Source: an optimization exercise on an open RTL-to-GDS flow (aim: small area and a short achievable clock period). Production flows keep margins and buffers that such runs may drop.
Where RTL was checked, it was by simulation tests only, not by an equivalence proof against the original.
No driver is modelled on the clock port, so clocking that relies on it looks cheaper here than on a real chip.
Power and IR drop assume default switching activity.

== lane 1 ==
Design ALU, start of the top module:
module ALU(
    input [31:0] rs1,
    input [31:0] rs2,
    input clk,
    input [3:0] sel,
    output reg [31:0] out
);
Size in the first run: ~690 cells after synthesis, roughly 32 flip-flops, roughly 100 I/O pins, about 0.0065 mm² of cells after synthesis.
Settings: LEC_CHECK=0, CAP_MARGIN=0, CORE_MARGIN=2, CORE_UTILIZATION=40, SETUP_SLACK_MARGIN=1.5, SLEW_MARGIN=0, SYNTH_HIERARCHICAL=1; clock period 5.0 ns.
standard.sh (not shown) runs the stock make flow with config.mk's settings and CLKGATE_MAP_FILE= SYNTH_SCRIPT=/design/flow/synth_recipe.tcl, a recipe that flattens the netlist after the stock synthesis.
==> flow/flow/run.sh <==
#!/bin/bash
# Standard layout with two changes: plain buf_1 cells as the port buffers, and
# every synthesized cell swapped for its smallest size before placement (the
# resizer sizes up again where needed).
set -euo pipefail
export BUFFER_PORTS_ARGS="-buffer_cell sky130_fd_sc_hd__buf_1"
export POST_FLOORPLAN_TCL="$PWD/flow/downsize.tcl"
bash standard.sh finish > make_finish.log 2>&1
==> flow/flow/downsize.tcl <==
# Swap every cell for the smallest cell of the same function (the same name
# without its drive-strength suffix); the resizer's repair steps that follow
# size up again where slew, capacitance or timing need it.
set dont_use [split $::env(DONT_USE_CELLS)]
set smallest [dict create]
foreach lc [get_lib_cells sky130_fd_sc_hd__*] {
  set n [get_name $lc]
  if {[lsearch -exact $dont_use $n] >= 0} { continue }
  if {![regexp {^(.+)_([0-9]+)$} $n -> fam drv]} { continue }
  set a [get_property $lc area]
  if {![dict exists $smallest $fam] || $a < [lindex [dict get $smallest $fam] 1]} {
    dict set smallest $fam [list $n $a]
  }
}
set count 0
foreach inst [get_cells *] {
  set lc [get_lib_cells -of_objects $inst]
  set n [get_name $lc]
  if {![regexp {^(.+)_([0-9]+)$} $n -> fam drv]} { continue }
  if {![dict exists $smallest $fam]} { continue }
  lassign [dict get $smallest $fam] best a
  if {$best ne $n && $a < [get_property $lc area]} {
    replace_cell $inst $best
    incr count
  }
}
puts "downsize.tcl: replaced $count cells"
The inputs of lane 2 differ from those of lane 1 as listed below.
diff --git a/flow/config.mk b/flow/config.mk
--- a/flow/config.mk
+++ b/flow/config.mk
@@ -10,3 +10,3 @@
 export CORE_UTILIZATION = 40
-export SETUP_SLACK_MARGIN = 1.5
+export SETUP_SLACK_MARGIN = 1.6
 export SLEW_MARGIN = 0
### Flow results
The flow did not stop early for lane 2: all stages ran, and the layout cleared the timing, DRC and antenna checks.
Fraction of power consumed by the clock network: lane 2 < lane 1
In terms of count of placed standard cells including taps, lane 2 and lane 1 differ only marginally.
Lane 2 against lane 1: combinational share of power saw an increase; total global routing track utilization saw an increase.
Status: pin count of the biggest net entering global routing parity (lane 2, lane 1)
Compared with lane 1, lane 2 shows core utilization of the finished layout higher by 1.5 points.
No functional check of the RTL was part of any run of this note.

---

Another version of the RTL of ALU (not shown whole).
Size: ~32 flip-flops, ~100 I/O pins.
Settings: LEC_CHECK=0, CAP_MARGIN=20, CORE_MARGIN=2, CORE_UTILIZATION=40, SETUP_SLACK_MARGIN=1.4, SLEW_MARGIN=20, SYNTH_HIERARCHICAL=1; clock period 5.0 ns.
Scripts as last shown in full above: flow/flow/run.sh, flow/flow/downsize.tcl
Change:
--- a/flow/config.mk
+++ b/flow/config.mk
@@ -10,3 +10,3 @@
 export CORE_UTILIZATION = 40
-export SETUP_SLACK_MARGIN = 1.4
+export SETUP_SLACK_MARGIN = 1.3
 export SLEW_MARGIN = 20
Setup slack degrades by 120 ps.
Worst hold slack hardly moves.
Clock-buffer cell count goes up by 1.
Change:
--- a/flow/config.mk
+++ b/flow/config.mk
@@ -10,3 +10,4 @@
 export CORE_UTILIZATION = 40
-export SETUP_SLACK_MARGIN = 1.3
+export GPL_TIMING_DRIVEN = 1
+export SETUP_SLACK_MARGIN = 1.5
 export SLEW_MARGIN = 20
Non-clock buffer count decreases by 8.
Routed wire length is higher slightly.
Hold slack is about the same.
Final cell count went down slightly.
Count of clock-buffer cells in the layout climbs by 1.
Sequential share of layout area came out lower by 0.16 points.
Maximum frequency grows by a little under a tenth.
Die area does not change.
Final area came out higher slightly.
First-iteration DRC count goes down by about a fifth.
Change:
==> flow/flow/run.sh (replaced) <==
#!/bin/bash
# Standard layout with three changes: plain buf_1 cells as the port buffers;
# every synthesized cell swapped for its smallest size before placement (the
# resizer sizes up again where needed); and after clock tree synthesis, cells
# the timing repair sized up are sized down again wherever the worst setup
# slack stays at the repair's target (SETUP_SLACK_MARGIN).
set -euo pipefail
export BUFFER_PORTS_ARGS="-buffer_cell sky130_fd_sc_hd__buf_1"
export POST_FLOORPLAN_TCL="$PWD/flow/downsize.tcl"
export POST_CTS_TCL="$PWD/flow/recover.tcl"
bash standard.sh finish > make_finish.log 2>&1
==> flow/flow/recover.tcl (new file) <==
# Area recovery: swap cells for smaller sizes of the same function wherever
# the worst setup slack stays at or above the target.
set ::ar_period $::env(FLOW_PERIOD_NS)
proc ar_wns {} {
  estimate_parasitics -placement
  return [expr {[sta::worst_slack_cmd max] * 1e9}]
}
proc ar_run {target {product 0}} {
  set fam [dict create]
  foreach lc [get_lib_cells sky130_fd_sc_hd__*] {
    if {[get_property $lc dont_use]} { continue }
    set n [get_name $lc]
    if {![regexp {^(.+)_([0-9]+)$} $n -> f d]} { continue }
    dict lappend fam $f [list $n [get_property $lc area]]
  }
  set wns [ar_wns]
  if {$wns < $target} { set target $wns }
  set a0 [expr {[rsz::design_area] * 1e12}]
  set tried 0
  set kept 0
  set best [expr {$a0 * ($::ar_period - $wns)}]
  foreach inst [get_cells *] {
    set name [get_full_name $inst]
    if {[string match clkbuf_* $name] || [string match clkload* $name]} { continue }
    set lc [get_lib_cells -of_objects $inst]
    if {$lc eq "" || $lc eq "NULL"} { continue }
    set cur [get_name $lc]
    if {![regexp {^(.+)_([0-9]+)$} $cur -> f d]} { continue }
    if {![dict exists $fam $f]} { continue }
    set area [get_property $lc area]
    set smaller {}
    foreach x [dict get $fam $f] { if {[lindex $x 1] < $area} { lappend smaller $x } }
    set smaller [lsort -real -decreasing -index 1 $smaller]
    foreach x $smaller {
      incr tried
      replace_cell $inst [lindex $x 0]
      set w [ar_wns]
      if {$product} {
        set s [expr {[rsz::design_area] * 1e12 * ($::ar_period - $w)}]
        set ok [expr {$s < $best}]
      } else {
        set ok [expr {$w >= $target}]
      }
      if {$ok} {
        if {$product} { set best $s }
        set cur [lindex $x 0]
        incr kept
      } else {
        replace_cell $inst $cur
        break
      }
    }
  }
  set w [ar_wns]
  puts [format "recover.tcl: %d tried, %d kept; area %.1f -> %.1f, wns %.3f (target %.3f)" \
          $tried $kept $a0 [expr {[rsz::design_area] * 1e12}] $w $target]
}
ar_run $::env(SETUP_SLACK_MARGIN)
--- a/flow/config.mk
+++ b/flow/config.mk
@@ -10,3 +10,2 @@
 export CORE_UTILIZATION = 40
-export GPL_TIMING_DRIVEN = 1
 export SETUP_SLACK_MARGIN = 1.5
Outcome:
- The changed run completed with no timing, DRC or antenna violations
- total power climbs slightly
- first-iteration DRC count stays flat
- maximum frequency drops slightly
- sequential cell count does not change

---

Another version of the RTL of ALU (not shown whole).
Size: about 690 cells after synthesis, roughly 32 flip-flops, roughly 100 I/O pins, ~6500 um2 of cells after synthesis.
==> flow/config.mk <==
export PLATFORM = sky130hd
export DESIGN_NAME = ALU
export DESIGN_NICKNAME = ALU
export VERILOG_FILES = /design/flow/design.v
export SDC_FILE = /design/flow/constraint.sdc
export NUM_CORES = 4
export LEC_CHECK = 0
export CAP_MARGIN = 20
export CORE_MARGIN = 2
export CORE_UTILIZATION = 55
export PLACE_DENSITY = 0.7
export SETUP_SLACK_MARGIN = 1.5
export SLEW_MARGIN = 20
export SYNTH_HIERARCHICAL = 1
==> flow/constraint.sdc <==
create_clock -name core_clock -period 5.0 [get_ports {clk}]
set_input_delay 1.0000 -clock core_clock [delete_from_list [all_inputs] [get_ports {clk}]]
set_output_delay 1.0000 -clock core_clock [all_outputs]
set_load 0.01 [all_outputs]
==> flow/flow/run.sh <==
#!/bin/bash
# Standard layout with two changes: plain buf_1 cells as the port buffers, and
# every synthesized cell swapped for its smallest size before placement (the
# resizer sizes up again where needed).
set -euo pipefail
export BUFFER_PORTS_ARGS="-buffer_cell sky130_fd_sc_hd__buf_1"
export POST_FLOORPLAN_TCL="$PWD/flow/downsize.tcl"
bash standard.sh finish > make_finish.log 2>&1
Scripts as last shown in full above: flow/flow/downsize.tcl
The first run completed without violations.
Next try:
CORE_UTILIZATION = 65   (was 55)
PLACE_DENSITY = 0.8   (was 0.7)
Result: Area after synthesis is unchanged; fmax went down by about 1.7%; first-iteration DRC count came out higher by 9.5%; wire length is higher by 3.3%; power drops by 5.7%.
No functional check of the RTL was part of any run of this note.

---

== old ==
RTL: one of the versions met above, not the one the previous note started from.
Size: ~670 cells after synthesis, about 100 I/O pins.
==> flow/config.mk <==
export PLATFORM = sky130hd
export DESIGN_NAME = ALU
export DESIGN_NICKNAME = ALU
export VERILOG_FILES = /design/flow/design.v
export SDC_FILE = /design/flow/constraint.sdc
export NUM_CORES = 4
export LEC_CHECK = 0
export CAP_MARGIN = 20
export CORE_MARGIN = 2
export CORE_UTILIZATION = 40
export SETUP_SLACK_MARGIN = 1.5
export SLEW_MARGIN = 20
export SYNTH_HIERARCHICAL = 1
==> flow/constraint.sdc <==
create_clock -name core_clock -period 5.0 [get_ports {clk}]
set_input_delay 1.0000 -clock core_clock [delete_from_list [all_inputs] [get_ports {clk}]]
set_output_delay 1.0000 -clock core_clock [all_outputs]
set_load 0.01 [all_outputs]
Scripts as last shown in full above: flow/flow/run.sh, flow/flow/downsize.tcl
Looking at the reports, old completed the entire flow and the layout it produced met the timing, DRC and antenna checks.
Edits applied to the flow inputs when going from old to new:
diff --git a/flow/config.mk b/flow/config.mk
--- a/flow/config.mk
+++ b/flow/config.mk
@@ -10,3 +10,3 @@
 export CORE_UTILIZATION = 40
-export SETUP_SLACK_MARGIN = 1.5
+export SETUP_SLACK_MARGIN = 1.8
 export SLEW_MARGIN = 20
--- outcome ---
new — slack of the critical path 0.20 ns higher, old as reference. new — sequential share of layout area 1.5 points lower, old as reference. new went all the way through the flow, and no timing, DRC or antenna check failed. new vs. old: maximum frequency now larger, proportion of power drawn by combinational gates saw an increase. Compared to old, the router laid down more metal wire for new.

re-timing with driven ports:
How much do the figures lean on ideal ports? The routed layouts below were timed once more, with nothing changed but the port constraints.
Step 1: set_driving_cell puts a clkbuf_16 on clk and a buf_2 on each other input, an assumption about the parent block.
Step 2 also shifts input and output timing later by t, the mid clock arrival at the registers, as if the neighbouring blocks saw the same clock.
a / b / c = ideal ports / drivers / drivers and shift; a / b = the first two.
run	t, ns	slack for setup (ns)	worst setup path at the end	pins driven straight from the clock port
lane 1	0.319	1.625 / 1.642 / 1.323	input to register	1
lane 2	0.328	1.654 / 1.664 / 1.336	input to register	1
the first run of note 2	0.316	1.530 / 1.544 / 1.228	input to register	1
the second run of note 2	0.322	1.411 / 1.426 / 1.104	input to register	1
the third run of note 2	0.338	1.676 / 1.696 / 1.358	input to register	1
the fourth run of note 2	0.340	1.664 / 1.683 / 1.343	input to register	1
the first run of note 3	0.326	1.602 / 1.619 / 1.294	input to register	1
the second run of note 3	0.327	1.544 / 1.556 / 1.230	input to register	1
old	0.338	1.676 / 1.696 / 1.358	input to register	1
new	0.327	1.880 / 1.894 / 1.568	input to register	1
After both steps every run listed still meets setup and hold. For the fourth run of note 2, which loses most, drivers alone change the setup slack by +0.019 ns; drivers and shift together by -0.321 ns.
